This design comes from an exercise in tuning for small area and a short achievable clock period on the open sky130 flow, not from production work. No functional check of the RTL was part of any run shown here. No activity file was given, so power comes from the tool's default toggle rates.

### config.mk
export PLATFORM = sky130hd
export DESIGN_NAME = ArithmeticLogicUnitSystem
export DESIGN_NICKNAME = ArithmeticLogicUnitSystem
export VERILOG_FILES = /design/flow/design.v
export SDC_FILE = /design/flow/constraint.sdc
export NUM_CORES = 4
export LEC_CHECK = 0
export CAP_MARGIN = 20
export CORE_MARGIN = 2
export CORE_UTILIZATION = 40
export SETUP_SLACK_MARGIN = 0.2
export SLEW_MARGIN = 20
### design.v
`timescale 1ns / 1ps
module Register(Clock, L, ld_lo, ld_hi, inc, dec, Q);
    input wire Clock;
    input wire [15:0] L;
    input wire ld_lo, ld_hi, inc, dec;
    output reg [15:0] Q;
    wire id = inc | dec;
    wire [16:0] c;
    wire [15:0] s;
    assign s[0] = Q[0] ^ id;
    assign c[1] = Q[0] & id;
    genvar i;
    generate
        for (i = 1; i < 16; i = i + 1) begin : g_fa
            wire ci = (i == 8) ? ((inc & (&Q[7:0])) | (dec & (|Q[7:0]))) : c[i];
            assign s[i]   = Q[i] ^ dec ^ ci;
            assign c[i+1] = (Q[i] & dec) | (Q[i] & ci) | (dec & ci);
        end
    endgenerate
    always @(posedge Clock) begin
        Q[7:0]  <= ld_lo ? L[7:0]  : s[7:0];
        Q[15:8] <= ld_hi ? L[15:8] : s[15:8];
    end
endmodule
`timescale 1ns / 1ps
module RegLoadCtl(I, FunSel, L, ld_lo, ld_hi, inc, dec);
    input wire [15:0] I;
    input wire [2:0] FunSel;
    output wire [15:0] L;
    output wire ld_lo, ld_hi, inc, dec;
    wire f_clr = (FunSel == 3'b011);
    wire f_ld  = (FunSel == 3'b010);
    wire f_hi  = (FunSel == 3'b110);
    wire f_sx  = (FunSel == 3'b111);
    assign L[7:0]  = f_clr ? 8'h00 : I[7:0];
    assign L[15:8] = ({8{f_ld}} & I[15:8]) | ({8{f_hi}} & I[7:0]) | ({8{f_sx & I[7]}});
    assign inc   = (FunSel == 3'b001);
    assign dec   = (FunSel == 3'b000);
    assign ld_lo = (FunSel[2] | FunSel[1]) & ~f_hi;              
    assign ld_hi = (FunSel[2] | FunSel[1]) & (FunSel != 3'b101);  
endmodule
module RegisterFile(I, OutASel, OutBSel, FunSel, RegSel, ScrSel, Clock, OutA, OutB);
    input wire [15:0] I;
    input wire [2:0] OutASel, OutBSel;
    input wire [2:0] FunSel;
    input wire [3:0] RegSel, ScrSel;
    input wire Clock;
    output wire [15:0] OutA, OutB;
    wire [15:0] L;
    wire lo, hi, inc, dec;
    RegLoadCtl ctl(.I(I), .FunSel(FunSel), .L(L), .ld_lo(lo), .ld_hi(hi), .inc(inc), .dec(dec));
    wire [7:0] en = ~{RegSel, ScrSel};
    wire [15:0] Q [0:7];
    genvar r;
    generate
        for (r = 0; r < 8; r = r + 1) begin : g_r
            Register R(.Clock(Clock), .L(L),
                       .ld_lo(en[7-r] & lo), .ld_hi(en[7-r] & hi),
                       .inc(en[7-r] & inc), .dec(en[7-r] & dec), .Q(Q[r]));
        end
    endgenerate
    reg [15:0] a, b;
    integer k;
    always @(*) begin
        a = 16'h0;
        b = 16'h0;
        for (k = 0; k < 8; k = k + 1) begin
            a = a | ({16{OutASel == k}} & Q[k]);
            b = b | ({16{OutBSel == k}} & Q[k]);
        end
    end
    assign OutA = a;
    assign OutB = b;
endmodule
`timescale 1ns / 1ps
module AddressRegisterFile(I, OutCSel, OutDSel, FunSel, RegSel, Clock, OutC, OutD);
    input wire [15:0] I;
    input wire [1:0] OutCSel, OutDSel;
    input wire [2:0] FunSel, RegSel;
    input wire Clock;
    output wire [15:0] OutC, OutD;
    wire [15:0] L;
    wire lo, hi, inc, dec;
    RegLoadCtl ctl(.I(I), .FunSel(FunSel), .L(L), .ld_lo(lo), .ld_hi(hi), .inc(inc), .dec(dec));
    wire [2:0] en = ~RegSel;  
    wire [15:0] QPC, QAR, QSP;
    Register PC(.Clock(Clock), .L(L), .ld_lo(en[2] & lo), .ld_hi(en[2] & hi),
                .inc(en[2] & inc), .dec(en[2] & dec), .Q(QPC));
    Register AR(.Clock(Clock), .L(L), .ld_lo(en[1] & lo), .ld_hi(en[1] & hi),
                .inc(en[1] & inc), .dec(en[1] & dec), .Q(QAR));
    Register SP(.Clock(Clock), .L(L), .ld_lo(en[0] & lo), .ld_hi(en[0] & hi),
                .inc(en[0] & inc), .dec(en[0] & dec), .Q(QSP));
    assign OutC = ({16{~OutCSel[1]}} & QPC) | ({16{OutCSel == 2'b10}} & QAR) | ({16{OutCSel == 2'b11}} & QSP);
    assign OutD = ({16{~OutDSel[1]}} & QPC) | ({16{OutDSel == 2'b10}} & QAR) | ({16{OutDSel == 2'b11}} & QSP);
endmodule
`timescale 1ns / 1ps
module InstructionRegister(I, Write, LH, Clock, IROut);
    input wire [7:0] I;
    input wire Write, LH, Clock;
    output reg [15:0] IROut;
    always @(posedge Clock) begin
        if (Write & ~LH) IROut[7:0]  <= I;
        if (Write &  LH) IROut[15:8] <= I;
    end
endmodule
`timescale 1ns / 1ps
module ArithmeticLogicUnit(A, B, FunSel, WF, Clock, ALUOut, FlagsOut);
    input wire [15:0] A, B;
    input wire [4:0] FunSel;
    input wire WF, Clock;
    output wire [15:0] ALUOut;
    output reg [3:0] FlagsOut;    
    wire C = FlagsOut[2];
    wire N = FlagsOut[1];
    wire O = FlagsOut[0];
    wire w = FunSel[4];
    wire [3:0] op = FunSel[3:0];
    wire sub = (op == 4'd6);
    wire [15:0] Bx = B ^ {16{sub}};
    wire cin = sub | ((op == 4'd5) & C);
    wire [8:0]  lo = {1'b0, A[7:0]} + {1'b0, Bx[7:0]} + {8'd0, cin};
    wire [8:0]  hi = {1'b0, A[15:8]} + {1'b0, Bx[15:8]} + {8'd0, lo[8]};
    wire [15:0] sum = {hi[7:0], lo[7:0]};
    reg [3:0] t;
    always @(*) begin
        case (op)
            4'd0:  t = 4'b1100;  
            4'd1:  t = 4'b1010;  
            4'd2:  t = 4'b0011;  
            4'd3:  t = 4'b0101;  
            4'd7:  t = 4'b1000;  
            4'd8:  t = 4'b1110;  
            4'd9:  t = 4'b0110;  
            4'd10: t = 4'b0111;  
            default: t = 4'b0000;
        endcase
    end
    wire [15:0] lg = ({16{t[3]}} & A & B) | ({16{t[2]}} & A & ~B) |
                     ({16{t[1]}} & ~A & B) | ({16{t[0]}} & ~A & ~B);
    wire s_add = (op == 4'd4) | (op == 4'd5) | sub;
    wire s_shl = (op == 4'd11) | (op == 4'd14);
    wire s_shr = (op == 4'd12) | (op == 4'd13) | (op == 4'd15);
    wire lsb  = (op == 4'd14) & (w ? C : A[7]);                   
    wire msb16 = (op == 4'd13) ? A[15] : ((op == 4'd15) & C);     
    wire msb8  = (op == 4'd13) ? A[7]  : ((op == 4'd15) & A[0]);  
    wire [15:0] shl = {A[14:0], lsb};
    wire [15:0] shr = {msb16, A[15:9], w ? A[8] : msb8, A[7:1]};
    wire [15:0] r = ({16{s_add}} & sum) | lg | ({16{s_shl}} & shl) | ({16{s_shr}} & shr);
    assign ALUOut = {r[15:8] & {8{w}}, r[7:0]};
    wire cout = w ? hi[8] : lo[8];
    wire am = w ? A[15] : A[7];
    wire bm = w ? Bx[15] : Bx[7];
    wire rm = w ? ALUOut[15] : ALUOut[7];
    wire Zn = ~|ALUOut;
    wire Cn = s_add ? (cout ^ sub) : s_shl ? am : s_shr ? A[0] : C;
    wire Nn = (op == 4'd13) ? N : rm;
    wire On = s_add ? ((am == bm) & (rm != am)) : O;
    always @(posedge Clock)
        if (WF) FlagsOut <= {Zn, Cn, Nn, On};
endmodule
`timescale 1ns / 1ps
module ArithmeticLogicUnitSystem(
    RF_OutASel, RF_OutBSel, RF_FunSel, RF_RegSel, RF_ScrSel,
    ALU_FunSel, ALU_WF,
    ARF_OutCSel, ARF_OutDSel, ARF_FunSel, ARF_RegSel,
    IR_LH, IR_Write,
    MemOut,
    MuxASel, MuxBSel, MuxCSel, Clock,
    OutA, OutB, ALUOut, Flags_out, OutC, Address, IROut, MuxCOut);
    input wire [2:0] RF_OutASel, RF_OutBSel, RF_FunSel;
    input wire [3:0] RF_RegSel, RF_ScrSel;
    output wire [15:0] OutA, OutB;
    input wire [4:0] ALU_FunSel;
    input wire ALU_WF;
    output wire [15:0] ALUOut;
    output wire [3:0] Flags_out;
    input wire [1:0] ARF_OutCSel, ARF_OutDSel;
    input wire [2:0] ARF_FunSel, ARF_RegSel;
    output wire [15:0] OutC;
    wire [15:0] OutD;
    input wire IR_LH;
    input wire IR_Write;
    output wire [15:0] IROut;
    output wire [15:0] Address;
    input wire [7:0] MemOut;
    input wire [1:0] MuxASel;
    wire [15:0] MuxAOut;
    input wire [1:0] MuxBSel;
    wire [15:0] MuxBOut;
    input wire MuxCSel;
    output wire [7:0] MuxCOut;
    input wire Clock;
    assign Address = OutD;
    assign MuxCOut = (MuxCSel == 1'b0) ? ALUOut[7:0] : ALUOut[15:8];
        ArithmeticLogicUnit ALU(
            .A(OutA),
            .B(OutB),
            .FunSel(ALU_FunSel),
            .WF(ALU_WF),
            .Clock(Clock),
            .ALUOut(ALUOut),
            .FlagsOut(Flags_out)
        );
        assign MuxAOut = (MuxASel == 2'b00) ? ALUOut :
                         (MuxASel == 2'b01) ? OutC :
                         (MuxASel == 2'b10) ? {{8{1'b0}}, MemOut} :
                         IROut;
        assign MuxBOut = (MuxBSel == 2'b00) ? ALUOut :
                 (MuxBSel == 2'b01) ? OutC :
                 (MuxBSel == 2'b10) ? {{8{1'b0}}, MemOut} :
                 IROut;
        InstructionRegister IR(
            .I(MemOut),
            .Write(IR_Write),
            .LH(IR_LH),
            .Clock(Clock),
            .IROut(IROut)
        );
        RegisterFile RF(
            .I(MuxAOut),
            .OutASel(RF_OutASel),
            .OutBSel(RF_OutBSel),
            .FunSel(RF_FunSel),
            .RegSel(RF_RegSel),
            .ScrSel(RF_ScrSel),
            .Clock(Clock),
            .OutA(OutA),
            .OutB(OutB)
        );
        AddressRegisterFile ARF(
            .I(MuxBOut),
            .OutCSel(ARF_OutCSel),
            .OutDSel(ARF_OutDSel),
            .FunSel(ARF_FunSel),
            .RegSel(ARF_RegSel),
            .Clock(Clock),
            .OutC(OutC),
            .OutD(OutD)
        );
endmodule
### constraint.sdc
create_clock -name core_clock -period 9.0 [get_ports {Clock}]
set_input_delay 1.8000 -clock core_clock [delete_from_list [all_inputs] [get_ports {Clock}]]
set_output_delay 1.8000 -clock core_clock [all_outputs]
set_load 0.01 [all_outputs]
### run.sh
#!/bin/bash
# synth_recipe.tcl (not shown) runs the flow's synth.tcl, then flattens the netlist and writes it again
# the make line also repeats each setting of config.mk as NAME=value (left out here)
make -C /OpenROAD-flow-scripts/flow DESIGN_CONFIG=/design/flow/config.mk WORK_HOME=/design/flow/orfs CLKGATE_MAP_FILE= SYNTH_SCRIPT=/design/flow/synth_recipe.tcl finish
==> results of run 1 <==
-- final cells by class --
cell class | count | share of cell area [%]
Clock buffer | 22 | 2.33
Sequential cell | 196 | 20.3
Clock inverter | 10 | 0.584
Timing Repair Buffer | 282 | 12.4
Antenna cell | 1 | 0.0123
Tap cell | 539 | 3.31
Multi-Input combinational cell | 1435 | 60.1
Inverter | 58 | 1.07
-- tightest hold or removal path, stage by stage, from the launching register on --
cell	delay, ps
dfxtp_1	380
xor2_1	100
xnor2_1	140
mux2i_1	60
-- cell usage in the layout, fill, tap and decap left out, drive strengths merged, types with 11 or more instances in the layout --
cell type      Yosys  layout
mux2              81      81
and2              14      14
o211ai            12      12
buf               37     130
dfxtp            176     176
nor2             184     184
nor3              35      35
edfxtp            20      20
xnor2             45      45
o22ai             15      15
ha                41      41
fa               136     136
nand3             36      36
nand2b            14      14
mux4              27      27
a221o             28      28
a21o              11      11
nor2b             24      24
o21a              13      13
o31ai             20      20
clkbuf            72      22
nor4              21      21
o21ai             77      77
xor2              33      33
a221oi            22      22
a211oi            27      27
nand4             19      19
nand2             97      97
mux2i            108     108
clkdlybuf4s50      0     143
nand3b            13      13
inv               58      61
a21oi            120     120
a31oi             54      54
-- flip-flops by register name, indices dropped and copies added, names as in the netlist --
name,count
ALU.FlagsOut,4
ARF.PC.Q,16
RF.g_r.R.Q,128
ARF.AR.Q,16
ARF.SP.Q,16
IR.IROut,16
-- how the worst max path moves through the flow --
stage          depth (start not counted)         end  slack [ps]
2_1_floorplan                         23  MuxCOut[6]         340
4_1_cts                               23  MuxCOut[4]         200
3_3_place_gp                          22  MuxCOut[7]        -440
6_report                              24  MuxCOut[6]         340
3_5_place_dp                          23  MuxCOut[6]        -580
5_1_grt                               24  MuxCOut[6]         150
-- per-layer routing --
metal	routed length, µm	part of all wire [%]	vias up	global-route usage, %
met5	7	0.010	-	0
met4	3060	4.6	2	13.8
met3	5770	8.6	164	5.36
met2	30400	45	795	48.1
met1	27600	41	7811	41.1
li1	-	-	6999	-
-- per-stage QoR --
| step | setup TNS, ps | std cells | utilization, % | hold slack [ps] | setup slack (ps) |
|---|---|---|---|---|---|
| floorplan | 0 | 1798 | - | 623 | 344 |
| global placement | -2940 | 2506 | 46.9 | 669 | -436 |
| detailed placement | -4050 | 2506 | 46.9 | 696 | -582 |
| CTS | 0 | 2540 | 48.5 | 719 | 200 |
| global route | 0 | 2542 | 48.6 | 759 | 148 |
| finish | 0 | 2543 | 48.6 | 723 | 338 |
-- cells by family after synthesis --
family	after synthesis
and+or+nand+nor	498
DFF	196
AOI/OAI and AO/OA	466
muxes	216
xor gates and xnor gates	78
adders and majority gates	177
buffers and inverters	167
-- repair_timing --
action,4_1_cts,5_1_grt
setup endpoints to repair,15,13
pin swaps,4,4
gates resized for setup,23,15
setup buffers,2,2
-- power by group --
| group | internal (mW) | switching [mW] | total, mW | leakage, nW |
|---|---|---|---|---|
| logic | 1.32 | 1.42 | 2.74 | 6.41 |
| clock network | 0.433 | 0.384 | 0.817 | 0.284 |
| registers | 1.20 | 0.566 | 1.77 | 1.67 |
| total | 2.95 | 2.37 | 5.32 | 8.37 |
==> out/results.tsv, run 1 <==
stage	metric	value	unit
setup_path	cpMaxStageDelayCell	fa_2	
timing	slew_headroom	19.2	%
setup_path	cp-end-kind	output port	
floorplan	dieArea	43900	µm²
logic_synthesis	synthArstFlopShare	0	%
logic_synthesis	synth-compound-area-share	18.6	%
cts	cts_buffers	17	
hold_path	min_path_type	reg -> reg	
hold_path	min_from	ARF.AR.Q[15]$_DFF_P_	
logic_synthesis	synth.most_common_cell	nor2_1	
route	vias	15771	
timing	worst_clock_skew	14.5	ps
logic_synthesis	synth_simple_gate_area_share	14.2	%
logic_synthesis	synth_top_flop_cell	dfxtp_1	
route	drc	0	
logic_synthesis	synth-xor-area-share	4.04	%
hold_path	min_path_cells	3	
setup_path	crit_type	in -> out	
global_routing	antenna_found_initial	4	
hold_path	hold-path-endpoint	ARF.AR.Q[15]$_DFF_P_	
power_and_ir_drop	p_total	5.32	mW
place	portBuffers	156	
setup_path	cp_max_fo	4	
route	ant_nets	0	
logic_synthesis	synth_top_cell_by_area	dfxtp_1	
timing	slew_violations	0	
logic_synthesis	yosys-top-cells-count	nor2_1 (184), dfxtp_1 (176), fa_1 (136)	
place	hpwl	52700	µm
route	drt-total-wl	66800	µm
floorplan	die_w	210	µm
setup_path	r2r_start	RF.g_r[7].R.Q[0]$_DFF_P_	
finish	num-nets-final	2216	
setup_path	crit_arrival	6860	ps
cts	cts_tree	built	
logic_synthesis	synth-edff-count	20	
cts	holdBufCountCts	0	
global_routing	grt_pass1_wl	99400	µm
logic_synthesis	synth.area.top_cells	dfxtp_1 (21%), fa_1 (16%), mux2i_1 (6.3%)	
power_and_ir_drop	p_leak	8.37	nW
finish	final.fill_count	4002	
logic_synthesis	yosysSeqAreaShare	24.4	%
logic_synthesis	yosys_warnings	4	
route	post_drt_wl_per_cell	26.3	µm
setup_path	reg2regPathDepth	23	
place	globalplace.congestion	0.968	
floorplan	start_util	40.4	%
floorplan	die_height	210	µm
timing	max_freq	0.115	GHz
cts	htreeDepth	4	
setup_path	path_cells	dlygate4sd2_1 > buf_4 > and2_1 > a22oi_1 > o21a_2 > xor2_1 > fa_2 > fa_2 > a211oi_2 > o21bai_1 > a21o_1 > a21o_1 > a21o_1 > fa_2 > inv_1 > fa_1 > nor2b_1 > o31a_1 > o21a_1 > o21a_1 > o311ai_4 > and2_4 > mux2_2 > dlygate4sd2_1	
setup_path	cp_top_family	compound AO/OA/AOI/OAI gates	
job	maxCapViolations	0	
global_routing	grt_max_degree	33	
logic_synthesis	synth_top_family_by_area	adder cells	
floorplan	core_area	41900	µm²
route	dr.pass1.iters	6	
finish	multi_input_comb_area	12200	µm²
place	placed_area	19600	µm²
timing	min_period	8660	ps
cts	clk_latency	500	ps
setup_path	cp_num_buf_inv	4	
setup_path	worst-r2r-setup-slack	2860	ps
logic_synthesis	syn-num-nets	2024	
setup_path	max_stage_delay	390	ps
cts	clock-sinks	196	
logic_synthesis	netlist_area	16900	µm²
power_and_ir_drop	power.density	262	nW/µm²
logic_synthesis	synth_cell_types	76	
logic_synthesis	synth.avg_cell_area	9.41	µm²
setup_path	startpoint_type	input pin	
logic_synthesis	syn_inst	1798	
setup_path	cp-startpoint	RF_OutBSel[2]	
route	vias_per_cell	6.20	
timing	setup_violations	0	
timing	tightest_slew	1210	ps
finish	seq_area	4120	µm²
global_routing	first_global_vias	15171	
global_routing	grt_remaining_overflow	0	
floorplan	num_rows	75	
finish	syn2layout_area_growth	20.3	%
setup_path	regToRegEndpoint	RF.g_r[7].R.Q[14]$_DFF_P_	
power_and_ir_drop	irDropWorstVdd	0.229	mV
finish	design_area	20300	µm²
timing	hold_viol_final	0	
floorplan	design.portCount	157	
logic_synthesis	yosysTopAreaCellShare	20.8	%
cts	path_clk_slew	80	ps
timing	rsz0062_at_grt	true	
global_routing	grtUsageTotal	30.6	%
logic_synthesis	synth_seq_cells	196	
logic_synthesis	muxShareOfSynthArea	15.5	%
run_status	status	finished clean	
timing	post-route-period-util	96.2	%
cts	max-clock-path-buffers	2	
setup_path	required	7200	ps
finish	drive_gt1_share	16.2	%
cts	cts_root_buffer	clkbuf_16	
logic_synthesis	synthAdderAreaFrac	19.1	%
route	first_iter_violations	1536	
==> run 2: changes to the inputs <==
--- a/config.mk
+++ b/config.mk
@@ -9,4 +9,4 @@
 export CORE_MARGIN = 2
 export CORE_UTILIZATION = 40
-export SETUP_SLACK_MARGIN = 0.2
+export SETUP_SLACK_MARGIN = 2.5
 export SLEW_MARGIN = 20
==> out/results.tsv, run 2 <==
stage	metric	value	unit	change
finish	largest_register	RF.g_r.R.Q		
route	dr.pass1.iters	7		+1
cts	cts_root_buffer	clkbuf_16		
logic_synthesis	synth-xor-area-share	4.04	%	unchanged
finish	num-nets-final	2265		+2.2%
logic_synthesis	synth_top_flop_cell	dfxtp_1		
setup_path	required	7200	ps	about the same
finish	largest_reg_flops	128		unchanged
logic_synthesis	netlist_area	16900	µm²	unchanged
global_routing	grt_pass1_wl	102000	µm	+2.7%
cts	max-clock-path-buffers	2		unchanged
finish	final_common_cell	nor2_1		
logic_synthesis	synth-compound-area-share	18.6	%	unchanged
floorplan	start_util	40.4	%	unchanged
setup_path	worst-r2r-setup-slack	2990	ps	+130 ps
global_routing	first_global_vias	15655		+3.2%
hold_path	hold-path-endpoint	ARF.SP.Q[12]$_DFF_P_		
finish	design_area	21500	µm²	+5.9%
hold_path	min_from	ARF.SP.Q[12]$_DFF_P_		
timing	slew_headroom	19.3	%	+0.098 points
floorplan	dieArea	43900	µm²	unchanged
cts	cts_tree	built		
power_and_ir_drop	p_total	5.79	mW	+8.8%
power_and_ir_drop	p_leak	8.87	nW	+6.0%
route	post_drt_wl_per_cell	26.8	µm	+2.2%
hold_path	min_path_cells	3		unchanged
route	drc	0		unchanged
setup_path	crit_type	in -> out		
run_status	status	finished clean		
logic_synthesis	synth_top_family_by_area	adder cells		
setup_path	cp_max_fo	4		unchanged
logic_synthesis	synth.area.top_cells	dfxtp_1 (21%), fa_1 (16%), mux2i_1 (6.3%)		
logic_synthesis	synth_top_cell_by_area	dfxtp_1		
floorplan	die_w	210	µm	unchanged
logic_synthesis	synth_seq_cells	196		unchanged
timing	min_period	8370	ps	-294 ps
logic_synthesis	muxShareOfSynthArea	15.5	%	unchanged
setup_path	startpoint_type	input pin		
logic_synthesis	syn-num-nets	2024		unchanged
route	vias	16204		+2.7%
timing	post-route-period-util	93.0	%	-3.3 points
floorplan	num_rows	75		unchanged
route	ant_nets	0		unchanged
timing	tightest_slew	1210	ps	-1.47 ps
cts	clk_latency	480	ps	-20 ps
timing	rsz0062_at_grt	true		
timing	hold-worst-slack	717	ps	-6.22 ps
finish	drive_gt1_share	23.7	%	+7.6 points
place	portBuffers	156		unchanged
power_and_ir_drop	irDropWorstVdd	0.197	mV	-14%
logic_synthesis	synthAdderAreaFrac	19.1	%	unchanged
floorplan	die_height	210	µm	unchanged
global_routing	grt_remaining_overflow	0		unchanged
finish	syn2layout_area_growth	27.4	%	
global_routing	use_met3	6.64	%	+1.3 points
setup_path	crit_arrival	6570	ps	-290 ps
cts	path_clk_slew	80	ps	about the same
route	drt-total-wl	69600	µm	+4.1%
setup_path	regToRegEndpoint	RF.g_r[5].R.Q[14]$_DFF_P_		
place	placed_area	19700	µm²	+0.47%
logic_synthesis	yosysTopAreaCellShare	20.8	%	unchanged
setup_path	r2r_start	RF.g_r[7].R.Q[0]$_DFF_P_		
logic_synthesis	synth.most_common_cell	nor2_1		
setup_path	cp-end-kind	output port		
timing	setup_violations	0		unchanged
finish	layout_common_cells	nor2_1 (180), dfxtp_1 (176), buf_4 (139)		
place	globalplace.congestion	0.987		+2.0%
logic_synthesis	synthArstFlopShare	0	%	unchanged
logic_synthesis	yosysSeqAreaShare	24.4	%	unchanged
cts	holdBufCountCts	0		unchanged
logic_synthesis	synth_simple_gate_area_share	14.2	%	unchanged
floorplan	design.portCount	157		unchanged
setup_path	reg2regPathDepth	23		unchanged
logic_synthesis	yosys_warnings	4		unchanged
cts	cts_buffers	17		unchanged
timing	hold_viol_final	0		unchanged
job	maxCapViolations	0		unchanged
timing	slew_violations	0		unchanged
timing	max_freq	0.120	GHz	+3.5%
global_routing	grtUsageTotal	31.4	%	+0.87 points
place	hpwl	53200	µm	+1.0%
hold_path	min_path_type	reg -> reg		
logic_synthesis	synth_cell_types	76		unchanged
route	vias_per_cell	6.25		+0.84%
floorplan	core_area	41900	µm²	unchanged
logic_synthesis	synth.avg_cell_area	9.41	µm²	unchanged
power_and_ir_drop	power.density	269	nW/µm²	+2.8%
logic_synthesis	syn_inst	1798		unchanged
finish	final_util	51.5	%	+2.9 points
route	first_iter_violations	1762		+15%
timing	worst_clock_skew	14.4	ps	-0.148 ps
logic_synthesis	synth-edff-count	20		unchanged
global_routing	grt_max_degree	33		unchanged
global_routing	met2_usage	50.3	%	+2.1 points
finish	diodes	0		-1
cts	htreeDepth	4		unchanged
cts	clock-sinks	196		unchanged
global_routing	antenna_found_initial	3		-1
logic_synthesis	yosys-top-cells-count	nor2_1 (184), dfxtp_1 (176), fa_1 (136)		
global_routing	busiest_layer	met2		
global_routing	met1_usage	40.9	%	-0.22 points
-- run 2: cell counts after synthesis --
No cell type changed its count.
-- run 2: layer usage --
layer / wire length, µm / vias up
met5: 13 / -
met4: 3300 / 2
met3: 6250 / 184
met2: 31900 / 827
met1: 28100 / 8074
li1: - / 7117
-- run 2: worst max-delay path, cell delays in order --
cell	delay, ps
buf_12	90
mux4_2	490
mux2_4	330
fa_2	420
fa_2	360
a211oi_2	240
o21bai_1	130
a21o_1	190
a21o_1	160
a21o_1	180
fa_2	380
inv_2	70
fa_2	210
nor2b_2	50
o31a_1	300
o21a_1	230
o21a_1	230
o311ai_4	260
and2_4	210
mux2_4	140
buf_6	90
-- run 2: area by class of cell --
| type | instances | area [µm²] |
|---|---|---|
| inverter | 58 | 218 |
| tap | 539 | 674 |
| multi-input combinational | 1436 | 12900 |
| timing repair buffer | 330 | 3040 |
| sequential | 196 | 4120 |
| clock inverter | 14 | 151 |
| clock buffer | 18 | 429 |
| fill | 3839 | 20300 |
-- run 2: how the worst max path moves through the flow --
| stage | startpoint | end | cells past startpoint |
|---|---|---|---|
| after floorplan | RF_OutBSel[0] | MuxCOut[6] | 22 |
| after global placement | RF_OutBSel[1] | MuxCOut[6] | 23 |
| after detailed placement | RF_OutBSel[1] | MuxCOut[6] | 23 |
| after CTS | RF_OutASel[0] | MuxCOut[6] | 21 |
| after global routing | RF_OutASel[0] | MuxCOut[6] | 21 |
| final | RF_OutASel[0] | MuxCOut[6] | 21 |
-- run 2: power breakdown --
part / leakage, nW / internal (mW) / total [mW] / switching [mW]
sequential: 1.67 / 1.20 / 1.78 / 0.576
clock: 0.275 / 0.413 / 0.805 / 0.392
combinational: 6.93 / 1.59 / 3.21 / 1.62
-- run 2: repair_timing --
item,4_1_cts,5_1_grt
buffers inserted,32,32
resized for setup,194,106
setup endpoints to repair,105,89
gates cloned,1,0
pin swaps,50,44
-- run 2: metrics by stage --
step | setup WS [ps] | setup TNS [ps] | std cells
3_3_place_gp | -269 | -694 | 2494
4_1_cts | 700 | 0 | 2559
6_report | 632 | 0 | 2591
3_5_place_dp | -340 | -962 | 2494
2_1_floorplan | 915 | 0 | 1798
5_1_grt | 516 | 0 | 2591
-- run 2: logic make-up (layout without fill, tap and decap cells) --
kind of cell    count (synthesis)  after routing
xor+xnor                       78             78
flops                         196            196
simple gates                  498            499
buf+inv                       167            420
mux                           216            216
fa+ha+maj                     177            177
compound gates                466            466
==> run 3: changes to the inputs <==
--- a/design.v
+++ b/design.v
@@ -119,7 +119,27 @@
     wire [15:0] Bx = B ^ {16{sub}};
     wire cin = sub | ((op == 4'd5) & C);
-    wire [8:0]  lo = {1'b0, A[7:0]} + {1'b0, Bx[7:0]} + {8'd0, cin};
-    wire [8:0]  hi = {1'b0, A[15:8]} + {1'b0, Bx[15:8]} + {8'd0, lo[8]};
-    wire [15:0] sum = {hi[7:0], lo[7:0]};
+    wire k = (op == 4'd5) & C & ~sub;           
+    wire [15:0] p = A ^ Bx;
+    wire [16:0] gl [0:5];
+    wire [16:0] pl [0:5];
+    assign gl[0] = {A & Bx, cin};
+    assign pl[0] = {p, 1'b0};
+    genvar l, i;
+    generate
+        for (l = 0; l < 5; l = l + 1) begin : g_lvl
+            for (i = 0; i < 17; i = i + 1) begin : g_bit
+                if (i >= (1 << l)) begin : g_node
+                    assign gl[l+1][i] = gl[l][i] | (pl[l][i] & gl[l][i - (1 << l)]);
+                    assign pl[l+1][i] = pl[l][i] & pl[l][i - (1 << l)];
+                end else begin : g_pass
+                    assign gl[l+1][i] = gl[l][i];
+                    assign pl[l+1][i] = pl[l][i];
+                end
+            end
+        end
+    endgenerate
+    wire [16:0] c = gl[5];
+    wire [15:0] sum = {p[15:1] ^ c[15:1], A[0] ^ B[0] ^ k};
+    wire c8 = c[8], c16 = c[16];
     reg [3:0] t;
     always @(*) begin
@@ -148,5 +168,5 @@
     wire [15:0] r = ({16{s_add}} & sum) | lg | ({16{s_shl}} & shl) | ({16{s_shr}} & shr);
     assign ALUOut = {r[15:8] & {8{w}}, r[7:0]};
-    wire cout = w ? hi[8] : lo[8];
+    wire cout = w ? c16 : c8;
     wire am = w ? A[15] : A[7];
     wire bm = w ? Bx[15] : Bx[7];
--- a/config.mk
+++ b/config.mk
@@ -6,7 +6,8 @@
 export NUM_CORES = 4
 export LEC_CHECK = 0
+export ABC_AREA = 1
 export CAP_MARGIN = 20
 export CORE_MARGIN = 2
 export CORE_UTILIZATION = 40
-export SETUP_SLACK_MARGIN = 2.5
+export SETUP_SLACK_MARGIN = 3.0
 export SLEW_MARGIN = 20
==> out/results.tsv, run 3 <==
stage	metric	value	unit	change
floorplan	die_height	211	µm	+0.49%
global_routing	antenna_found_initial	1		-2
cts	cts_buffers	17		unchanged
floorplan	die_w	211	µm	+0.49%
timing	hold-worst-slack	584	ps	-133 ps
finish	drive_gt1_share	20.2	%	-3.5 points
logic_synthesis	netlist_area	17100	µm²	+1.0%
power_and_ir_drop	p_total	5.03	mW	-13%
cts	clock-sinks	196		unchanged
cts	max-clock-path-buffers	2		unchanged
floorplan	num_rows	75		unchanged
route	vias_per_cell	5.75		-8.1%
hold_path	min_path_type	reg -> reg		
logic_synthesis	synth.most_common_cell	nand2_1		
setup_path	required	7200	ps	about the same
logic_synthesis	synth_top_flop_cell	dfxtp_1		
cts	htreeDepth	4		unchanged
route	first_iter_violations	1866		+5.9%
logic_synthesis	synth_cell_types	53		-30%
timing	slew_headroom	40.5	%	+21 points
run_status	status	finished clean		
route	drc	0		unchanged
global_routing	grt_pass1_wl	114000	µm	+12%
logic_synthesis	synth_top_cell_by_area	dfxtp_1		
setup_path	worst-r2r-setup-slack	4330	ps	+1340 ps
logic_synthesis	syn-num-nets	2642		+31%
logic_synthesis	yosys-top-cells-count	nand2_1 (824), inv_1 (244), o21ai_0 (209)		
logic_synthesis	yosysSeqAreaShare	24.1	%	-0.24 points
place	hpwl	60200	µm	+13%
floorplan	design.portCount	157		unchanged
setup_path	crit_type	in -> out		
setup_path	cp-end-kind	output port		
finish	largest_reg_flops	128		unchanged
timing	min_period	6460	ps	-1910 ps
route	dr.pass1.iters	6		-1
timing	rsz0062_at_grt	true		
timing	max_freq	0.155	GHz	+30%
timing	slew_violations	0		unchanged
floorplan	start_util	40.6	%	+0.22 points
logic_synthesis	yosysTopAreaCellShare	20.6	%	-0.21 points
place	globalplace.congestion	1.06		+7.5%
timing	fin_setup_tns	0	ps	unchanged
finish	largest_register	RF.g_r.R.Q		
finish	final_util	52.3	%	+0.79 points
setup_path	cp_max_fo	9		+5
global_routing	grtUsageTotal	35.0	%	+3.6 points
logic_synthesis	synthArstFlopShare	0	%	unchanged
route	ant_nets	0		unchanged
logic_synthesis	synth-edff-count	20		unchanged
route	drt-total-wl	76800	µm	+10%
finish	layout_common_cells	nand2_1 (784), inv_1 (216), o21ai_0 (186)		
timing	post-route-period-util	71.7	%	-21 points
floorplan	core_area	42000	µm²	+0.45%
global_routing	grt_remaining_overflow	0		unchanged
timing	setup_violations	0		unchanged
global_routing	first_global_vias	17835		+14%
cts	path_clk_slew	80	ps	about the same
logic_synthesis	yosys_warnings	4		unchanged
cts	cts_tree	built		
logic_synthesis	synth_seq_cells	196		unchanged
power_and_ir_drop	p_leak	10.3	nW	+16%
power_and_ir_drop	power.density	229	nW/µm²	-15%
cts	cts_root_buffer	clkbuf_16		
power_and_ir_drop	irDropWorstVdd	0.143	mV	-27%
job	maxCapViolations	0		unchanged
global_routing	grt_max_degree	21		-36%
setup_path	startpoint_type	input pin		
logic_synthesis	syn_inst	2419		+35%
logic_synthesis	synth.area.top_cells	dfxtp_1 (21%), nand2_1 (18%), fa_1 (15%)		
floorplan	dieArea	44400	µm²	+0.98%
finish	num-nets-final	2897		+28%
cts	clk_latency	520	ps	+40 ps
route	vias	18542		+14%
timing	hold_viol_final	0		unchanged
timing	tightest_slew	886	ps	-324 ps
finish	final_common_cell	nand2_1		
logic_synthesis	synth.avg_cell_area	7.06	µm²	-25%
finish	syn2layout_area_growth	28.6	%	
place	portBuffers	156		unchanged
setup_path	crit_arrival	4660	ps	-1910 ps
finish	final.fill_count	4155		+8.2%
route	post_drt_wl_per_cell	23.8	µm	-11%
timing	worst_clock_skew	19.5	ps	+5.16 ps
==> run 3: power by group <==
part / internal, mW / total (mW) / switching, mW
registers: 1.15 / 1.53 / 0.382
logic: 1.05 / 2.70 / 1.65
clock network: 0.372 / 0.807 / 0.435
==> run 3: final cells by class <==
cell class	count	area [µm²]	area share (%)
tap	539	674	3.07
multi-input combinational	1906	12800	58.3
clock buffer	17	425	1.94
antenna	1	2.50	0.0114
sequential	196	4120	18.8
timing repair inverter	3	18.8	0.0854
inverter	266	1100	5.01
timing repair buffer	284	2660	12.1
clock inverter	15	160	0.729
==> run 3: path summary, 6_finish.rpt <==
check | from | end | cells past startpoint
setup / recovery | RF_OutBSel[2] | MuxCOut[4] | 18
setup reg to reg | RF.g_r[4].R.Q[4]$_DFF_P_ | RF.g_r[4].R.Q[15]$_DFF_P_ | 16
hold reg to reg | RF.g_r[6].R.Q[0]$_DFF_P_ | RF.g_r[6].R.Q[0]$_DFF_P_ | 3
hold / removal | RF.g_r[6].R.Q[0]$_DFF_P_ | RF.g_r[6].R.Q[0]$_DFF_P_ | 3
==> run 3: repair_timing <==
| action | in CTS | in global routing |
|---|---|---|
| hold buffers | 0 | 0 |
| cloned | 2 | 1 |
| endpoints found under the setup margin | 113 | 68 |
| buffers inserted | 81 | 27 |
| pin swaps | 73 | 62 |
| resized for setup | 377 | 98 |
==> run 3: metal layers <==
| layer | global-route usage, % | part of all wire, % | vias up |
|---|---|---|---|
| met3 | 5.23 | 7.6 | 175 |
| met2 | 52.1 | 43 | 873 |
| met5 | 0 | 0 | - |
| li1 | - | - | 8411 |
| met4 | 15.4 | 4.3 | 0 |
| met1 | 50.4 | 45 | 9083 |
==> run 3: logic make-up after synthesis <==
family	count (synthesis)	synth area share [%]
adder cells (fa/ha/maj)	174	18.5
XOR/XNOR	70	3.59
AND/OR/NAND/NOR	1279	33.4
flip-flops	196	24.1
AO/OA/AOI/OAI	383	12.9
buffers and inverters	317	7.48
==> run 3: stage by stage <==
stage / area, µm² / setup WS [ps] / cells
finish: 22000 / 2540 / 3227
detailed placement: 19300 / 800 / 3083
global placement: 19300 / 806 / 3083
CTS: 21400 / 2540 / 3198
global route: 22000 / 2370 / 3226
floorplan: 17200 / 2820 / 2419
==> run 3: critical path, stage by stage <==
cell and delay [ps]:
buf_6 140, inv_6 100, nand3_4 210, o21ai_0 310
nor2_1 110, nand2_2 180, xor2_1 240, ha_4 270
a21oi_2 180, o21ai_2 110, a21oi_2 140, nand2_1 70
nand2_1 60, nand3_1 60, nand4_1 120, nand2_4 120
o21ai_4 270, buf_6 140
==> run 4: changes to the inputs <==
--- a/config.mk
+++ b/config.mk
@@ -6,5 +6,4 @@
 export NUM_CORES = 4
 export LEC_CHECK = 0
-export ABC_AREA = 1
 export CAP_MARGIN = 20
 export CORE_MARGIN = 2
==> out/results.tsv, run 4 <==
stage	metric	value	unit	change
run_status	status	finished clean		
route	vias	15797		-15%
timing	hold_viol_final	0		unchanged
timing	tightest_slew	1110	ps	+227 ps
setup_path	cp-end-kind	output port		
finish	design_area	21700	µm²	-1.2%
logic_synthesis	synth_top_flop_cell	dfxtp_1		
floorplan	core_area	41700	µm²	-0.89%
logic_synthesis	synth.avg_cell_area	9.55	µm²	+35%
timing	rsz0062_at_grt	true		
logic_synthesis	synth_seq_cells	196		unchanged
floorplan	die_height	209	µm	-0.82%
cts	cts_buffers	17		unchanged
finish	largest_register	RF.g_r.R.Q		
place	globalplace.congestion	0.960		-9.4%
logic_synthesis	netlist_area	16800	µm²	-1.7%
floorplan	design.portCount	157		unchanged
place	hpwl	47700	µm	-21%
global_routing	grt_remaining_overflow	0		unchanged
setup_path	cp_top_family	compound AO/OA/AOI/OAI gates		
logic_synthesis	yosys-top-cells-count	nor2_1 (193), a21oi_1 (176), dfxtp_1 (176)		
route	first_iter_violations	1482		-21%
place	placed_area	19300	µm²	-0.20%
timing	slew_violations	0		unchanged
place	dp.cells	2405		-22%
logic_synthesis	syn-num-nets	1983		-25%
floorplan	num_rows	75		unchanged
finish	fin_cells	2553		-21%
setup_path	cpMaxStageDelayCell	a311o_2		
logic_synthesis	synth.most_common_cell	nor2_1		
finish	largest_reg_flops	128		unchanged
place	preCtsSetupSlack	391	ps	-410 ps
timing	setup_violations	0		unchanged
finish	syn2layout_area_growth	29.2	%	
floorplan	die_w	209	µm	-0.82%
timing	min_period	7340	ps	+885 ps
global_routing	grtUsageTotal	29.4	%	-5.7 points
logic_synthesis	yosysSeqAreaShare	24.5	%	+0.41 points
global_routing	first_global_vias	15714		-12%
floorplan	start_util	40.3	%	-0.31 points
logic_synthesis	synthArstFlopShare	0	%	unchanged
finish	drive_gt1_share	26.0	%	+5.8 points
timing	post-route-period-util	81.6	%	+9.8 points
timing	slew_headroom	25.5	%	-15 points
setup_path	cp_num_buf_inv	5		+2
route	post_drt_wl_per_cell	25.2	µm	+5.8%
finish	diodes	0		-1
cts	cts_tree	built		
cts	max-clock-path-buffers	2		unchanged
power_and_ir_drop	p_leak	9.00	nW	-12%
global_routing	grt_pass1_wl	96200	µm	-16%
cts	htreeDepth	4		unchanged
route	drc	0		unchanged
timing	fin_setup_tns	0	ps	unchanged
timing	max_freq	0.136	GHz	-12%
hold_path	min_path_type	reg -> reg		
cts	cts_root_buffer	clkbuf_16		
route	dr.pass1.iters	6		unchanged
job	maxCapViolations	0		unchanged
timing	hold-worst-slack	699	ps	+115 ps
setup_path	max_stage_delay	450	ps	+140 ps
cts	clk_latency	510	ps	about the same
global_routing	antenna_found_initial	0		-1
finish	layout_common_cells	nor2_1 (192), dfxtp_1 (176), a21oi_1 (164)		
logic_synthesis	yosys_warnings	4		unchanged
power_and_ir_drop	power.density	290	nW/µm²	+27%
setup_path	crit_arrival	5540	ps	+880 ps
cts	holdBufCountCts	0		unchanged
floorplan	dieArea	43700	µm²	-1.6%
logic_synthesis	synth_cell_types	83		+57%
logic_synthesis	yosysTopAreaCellShare	21.0	%	+0.35 points
setup_path	startpoint_type	input pin		
setup_path	cp_max_fo	11		+2
setup_path	crit_type	in -> out		
global_routing	grt_max_degree	33		+57%
cts	clock-sinks	196		unchanged
place	portBuffers	156		unchanged
cts	path_clk_slew	70	ps	about the same
power_and_ir_drop	irDropWorstVdd	0.189	mV	+32%
logic_synthesis	synth.area.top_cells	dfxtp_1 (21%), fa_1 (16%), mux2i_1 (6.5%)		
finish	final_common_cell	nor2_1		
logic_synthesis	synth_top_cell_by_area	dfxtp_1		
route	drt-total-wl	64300	µm	-16%
logic_synthesis	syn_inst	1760		-27%
logic_synthesis	synth-edff-count	20		unchanged
timing	worst_clock_skew	17.8	ps	-1.75 ps
setup_path	path_cells	clkdlybuf4s15_2 > buf_6 > and2_1 > a221oi_1 > o22ai_1 > buf_4 > ha_2 > o211ai_1 > buf_4 > or4_4 > a21oi_2 > o21ai_1 > a311o_2 > and2_4 > mux2_2 > buf_6		
timing	setup_ws	1660	ps	-885 ps
finish	num-nets-final	2224		-23%
route	vias_per_cell	6.19		+7.7%
setup_path	required	7200	ps	about the same
route	ant_nets	0		unchanged
run 4: changes by cell type in the layout (fill, tap and decap cells not counted), moves of 44 or more:
| cell | delta |
|---|---|
| nand3_1 | -65 |
| nor2_1 | +74 |
| nand2_2 | -44 |
| nand2_1 | -710 |
| o21ai_0 | -140 |
| inv_1 | -181 |
| mux2i_1 | +98 |
| mux2_2 | +82 |
| nor2_2 | -44 |
| a21oi_1 | +125 |
run 4: layout make-up:
type                            instances  area [µm²]
Clock buffer                           19         454
Fill cell                            3813       20000
Sequential cell                       196        4120
Clock inverter                         13         133
Tap cell                              539         674
Inverter                               55         220
Timing Repair Buffer                  325        3110
Multi-Input combinational cell       1406       13000
run 4: tightest hold or removal path: stages (launching register included):
cell	delay (ps)
dfxtp_1	370
fa_1	170
mux2_2	130
run 4: repair_timing:
item / 4_1_cts / 5_1_grt
pin swaps: 61 / 26
gates cloned: 8 / 0
resized for setup: 262 / 64
setup buffers: 94 / 12
setup endpoints to repair: 185 / 59
run 4: per-stage QoR:
| stage | utilization [%] | power (mW) |
|---|---|---|
| after global routing | 52.1 | 6.62 |
| after floorplan | - | 3.52 |
| after detailed placement | 46.3 | 4.77 |
| after global placement | 46.3 | 4.72 |
| after CTS | 51.4 | 6.05 |
| final | 52.1 | 6.29 |
run 4: cell families (layout without fill, tap and decap cells):
family / after synthesis / after routing / synth area share (%)
and+or+nand+nor: 469 / 471 / 13.0
AOI/OAI and AO/OA: 439 / 439 / 17.4
muxes: 240 / 240 / 17.9
DFF: 196 / 196 / 24.5
adders and majority gates: 174 / 174 / 18.9
buffers and inverters: 160 / 412 / 3.93
xor gates and xnor gates: 82 / 82 / 4.27
run 4: per-layer routing:
| layer | routed length, µm | GRT usage [%] | share of wire, % |
|---|---|---|---|
| met5 | 0 | 0 | 0 |
| met4 | 2810 | 13.2 | 4.4 |
| met3 | 5380 | 5.88 | 8.4 |
| met2 | 30200 | 48.2 | 47 |
| met1 | 25900 | 37.5 | 40 |
run 4: report_power, final:
group	switching, mW	internal (mW)
registers	0.553	1.22
clock network	0.418	0.384
logic	1.89	1.82
total	2.86	3.43
run 4: path summary, 6_finish.rpt:
kind | start | end | slack [ps] | cells after the start
worst min register to register | ARF.SP.Q[14]$_DFF_P_ | ARF.SP.Q[14]$_DFF_P_ | 700 | 2
worst min-delay path | ARF.SP.Q[14]$_DFF_P_ | ARF.SP.Q[14]$_DFF_P_ | 700 | 2
worst max register to register | RF.g_r[3].R.Q[1]$_DFF_P_ | RF.g_r[7].R.Q[10]$_DFF_P_ | 3780 | 21
worst max-delay path | RF_OutASel[2] | MuxCOut[7] | 1660 | 16
==> run 5: changes to the inputs <==
==> flow/run.sh (new file) <==
#!/bin/bash
# Standard ORFS layout with small port buffers and power (area) recovery
# after global routing. Each stage's full tool output is in orfs/logs; the
# make output is kept in flow_make.log.
set -euo pipefail
bash standard.sh "BUFFER_PORTS_ARGS=-buffer_cell sky130_fd_sc_hd__buf_2" RECOVER_POWER=100 finish > flow_make.log 2>&1
==> standard.sh (new file) <==
#!/bin/bash
# synth_recipe.tcl (not shown) runs the flow's synth.tcl, then flattens the netlist and writes it again
# the make line also repeats each setting of config.mk as NAME=value (left out here)
make -C /OpenROAD-flow-scripts/flow DESIGN_CONFIG=/design/flow/config.mk WORK_HOME=/design/flow/orfs CLKGATE_MAP_FILE= SYNTH_SCRIPT=/design/flow/synth_recipe.tcl "${@:-finish}"
--- a/config.mk
+++ b/config.mk
@@ -6,4 +6,5 @@
 export NUM_CORES = 4
 export LEC_CHECK = 0
+export ABC_AREA = 1
 export CAP_MARGIN = 20
 export CORE_MARGIN = 2
removed: run.sh
==> out/results.tsv, run 5 <==
stage	metric	value	unit	change
logic_synthesis	synth_seq_cells	196		unchanged
route	drc	0		unchanged
floorplan	die_w	211	µm	+0.82%
setup_path	crit_type	in -> out		
setup_path	reg2regPathDepth	15		-29%
route	first_iter_violations	1943		+31%
route	post_drt_wl_per_cell	23.1	µm	-8.5%
logic_synthesis	yosys-top-cells-count	nand2_1 (824), inv_1 (244), o21ai_0 (209)		
finish	drive_gt1_share	16.7	%	-9.4 points
power_and_ir_drop	p_sw_share	49.6	%	+4.1 points
floorplan	core_area	42000	µm²	+0.90%
timing	worst_clock_skew	20.0	ps	+2.20 ps
run_status	status	finished clean		
power_and_ir_drop	irDropWorstVdd	0.150	mV	-21%
place	globalplace.congestion	1.02		+5.9%
route	ant_nets	0		unchanged
hold_path	min_path_type	reg -> reg		
logic_synthesis	synth_top_cell_by_area	dfxtp_1		
setup_path	r2r_start	RF.g_r[4].R.Q[4]$_DFF_P_		
setup_path	crit_arrival	5760	ps	+220 ps
timing	min_period	7560	ps	+223 ps
place	hpwl	58000	µm	+22%
cts	cts_tree	built		
timing	max_freq	0.132	GHz	-2.9%
finish	final_common_cell	nand2_1		
finish	syn2layout_area_growth	19.3	%	
timing	hold_viol_final	0		unchanged
logic_synthesis	yosysTopAreaCellShare	20.6	%	-0.35 points
setup_path	cp_common_cell	nand2_1		
global_routing	antenna_found_initial	1		+1
route	vias_per_cell	5.70		-7.9%
global_routing	grt_max_degree	23		-30%
setup_path	cp-startpoint	RF_OutBSel[1]		
cts	max-clock-path-buffers	2		unchanged
logic_synthesis	syn-num-nets	2642		+33%
route	drt-total-wl	73900	µm	+15%
finish	multi_input_comb_area	12300	µm²	-5.6%
finish	seq_area	4120	µm²	unchanged
cts	cts_root_buffer	clkbuf_16		
power_and_ir_drop	clkPwrFrac	17.7	%	+5.0 points
setup_path	cpMaxStageDelayCell	nand3_1		
setup_path	cp_num_buf_inv	8		+3
cts	clock-sinks	196		unchanged
power_and_ir_drop	p_leak	9.79	nW	+8.8%
timing	tightest_slew	900	ps	-213 ps
cts	clk_latency	520	ps	about the same
route	dr.pass1.iters	6		unchanged
logic_synthesis	yosys_warnings	4		unchanged
power_and_ir_drop	p_sw	2.36	mW	-17%
power_and_ir_drop	power.internal	2.40	mW	-30%
setup_path	cp_max_fo	8		-3
logic_synthesis	synth.area.top_cells	dfxtp_1 (21%), nand2_1 (18%), fa_1 (15%)		
logic_synthesis	synthArstFlopShare	0	%	unchanged
finish	layout_common_cells	nand2_1 (808), inv_1 (227), o21ai_0 (190)		
global_routing	grt_remaining_overflow	0		unchanged
power_and_ir_drop	share_comb_of_total_power	50.4	%	-8.6 points
setup_path	cp-end-kind	output port		
timing	rsz0062_at_grt	true		
logic_synthesis	synth.most_common_cell	nand2_1		
floorplan	dieArea	44400	µm²	+1.7%
logic_synthesis	netlist_area	17100	µm²	+1.7%
setup_path	path_depth	22		+6
global_routing	grt_pass1_wl	110000	µm	+15%
cts	path_clk_slew	80	ps	about the same
floorplan	num_rows	75		unchanged
global_routing	grtUsageTotal	33.7	%	+4.4 points
timing	setup_violations	0		unchanged
finish	largest_reg_flops	128		unchanged
power_and_ir_drop	power.density	234	nW/µm²	-19%
timing	slew_violations	0		unchanged
logic_synthesis	synth_top_flop_cell	dfxtp_1		
finish	num-nets-final	2875		+29%
logic_synthesis	synth_cell_types	53		-36%
cts	htreeDepth	4		unchanged
power_and_ir_drop	seqPwrFrac	32.0	%	+3.7 points
logic_synthesis	yosysSeqAreaShare	24.1	%	-0.41 points
setup_path	startpoint_type	input pin		
timing	fin_setup_tns	0	ps	unchanged
hold_path	min_path_cells	3		+1
finish	final.fill_count	4400		+15%
floorplan	start_util	40.6	%	+0.31 points
logic_synthesis	synth-edff-count	20		unchanged
setup_path	max_stage_delay	460	ps	about the same
route	vias	18256		+16%
finish	largest_register	RF.g_r.R.Q		
floorplan	die_height	211	µm	+0.82%
place	portBuffers	156		unchanged
setup_path	required	7200	ps	about the same
logic_synthesis	synth.avg_cell_area	7.06	µm²	-26%
timing	post-route-period-util	84.0	%	+2.5 points
timing	slew_headroom	39.8	%	+14 points
global_routing	first_global_vias	17732		+13%
floorplan	design.portCount	157		unchanged
setup_path	path_cells	buf_12 > nor2_1 > nand2_1 > clkinvlp_2 > clkbuf_1 > clkbuf_1 > nand2_4 > nand3_1 > inv_2 > nand2_1 > xor2_1 > inv_1 > ha_1 > clkbuf_4 > nand3_1 > nand2_1 > nand2_1 > nand3_1 > nand3_1 > nand2_1 > o21ai_1 > buf_2		
job	maxCapViolations	0		unchanged
hold_path	min_from	RF.g_r[6].R.Q[0]$_DFF_P_		
logic_synthesis	syn_inst	2419		+37%
power_and_ir_drop	p_total	4.77	mW	-24%
cts	cts_buffers	17		unchanged
setup_path	cp_top_family	simple AND/OR/NAND/NOR gates		
==> run 5: changes by cell type after synthesis, moves of 39 or more <==
cell and delta:
mux2_2 -85, nand4_1 +39, clkbuf_1 -59, mux2i_1 -109, nand2_1 +743, o21ai_0 +155, a21oi_1 -121, inv_1 +201
nand3_1 +69
==> run 5: cell families after synthesis <==
family,share of synthesized area [%]
fa+ha+maj,18.5
buf+inv,7.48
simple gates,33.4
compound gates,12.9
flops,24.1
xor+xnor,3.59
==> run 5: power groups by stage <==
stage	clock (mW)	combinational, mW	sequential (mW)
after floorplan	0	1.33	1.37
after global placement	0	2.02	1.52
after detailed placement	0	2.05	1.53
after CTS	0.855	2.35	1.51
after global routing	0.887	2.62	1.55
final	0.842	2.40	1.52
==> run 5: repair_timing <==
action	CTS	global route
pin swaps	67	51
hold buffers	0	0
gates resized for setup	182	87
endpoints found under the setup margin	33	33
buffers inserted	70	23
==> run 5: routing by layer <==
metal  up-vias  part of all wire, %  track usage, %
met3       197                  8.1            5.68
met1      8816                   43            46.1
met5         -                0.015               0
met4         2                  5.1            16.5
met2       865                   44            51.8
li1       8376                    -               -
==> run 5: worst paths after layout <==
check / endpoint / slack (ps)
setup / recovery: MuxCOut[2] / 1440
hold / removal: RF.g_r[6].R.Q[0]$_DFF_P_ / 590
setup reg to reg: RF.g_r[4].R.Q[15]$_DFF_P_ / 4090
hold reg to reg: RF.g_r[6].R.Q[0]$_DFF_P_ / 590
==> run 5: final cells by class <==
class / count / share of cell area (%)
clock inverters: 13 / 0.804
repair buffers: 265 / 8.01
flip-flops and latches: 196 / 20.2
well taps: 539 / 3.31
diodes: 1 / 0.0123
inverters: 266 / 5.22
multi-input cells: 1906 / 60.2
clock buffers: 19 / 2.22
==> run 5: worst register-to-register path, delay by kind of cell (launching register included) <==
kind	cells	cell delay, ps
simple gates	3	250
xor+xnor	2	330
fa+ha+maj	7	3020
compound gates	2	630
buf+inv	1	170
flops	1	400
==> run 5: metrics by stage <==
stage                     util (%)  area, µm²  instances  setup slack (ps)  hold slack [ps]
after floorplan                  -      17200       2419              2820              539
after global placement        44.1      18500       3078              1840              555
after detailed placement      44.1      18500       3078              1850              571
after CTS                     48.5      20400       3180              2650              593
after global routing          48.5      20400       3204              1230              624
final                         48.5      20400       3205              1440              585

port drivers added, routing unchanged:
The results above use ideal ports. As a check the final layouts listed here were re-extracted and re-timed, cells and wires unchanged. Step 1, drivers: a clkbuf_16 drives Clock and a buf_2 each remaining input, both assumed. Step 2 also shifts input and output timing later by t, the mid clock arrival at the registers, as if the neighbouring blocks saw the same clock. a / b / c = no drivers / after step 1 / after step 2; a / b = the first two.
| run | shift t [ns] | setup WS [ns] | worst register clock-pin slew, ns | pins driven straight from the clock port |
|---|---|---|---|---|
| run 1 | 0.550 | 0.338 / 0.289 / 0.289 | 0.08 / 0.08 | 1 |
| run 2 | 0.529 | 0.632 / 0.556 / 0.556 | 0.08 / 0.08 | 1 |
| run 3 | 0.566 | 2.544 / 2.481 / 2.481 | 0.09 / 0.09 | 1 |
| run 4 | 0.560 | 1.659 / 1.499 / 1.499 | 0.09 / 0.09 | 1 |
| run 5 | 0.575 | 1.436 / 1.380 / 1.380 | 0.09 / 0.09 | 1 |
After both steps every run listed still meets setup and hold. The setup slack of run 4, which loses most, moves by -0.160 ns with the drivers and by -0.160 ns with both steps.
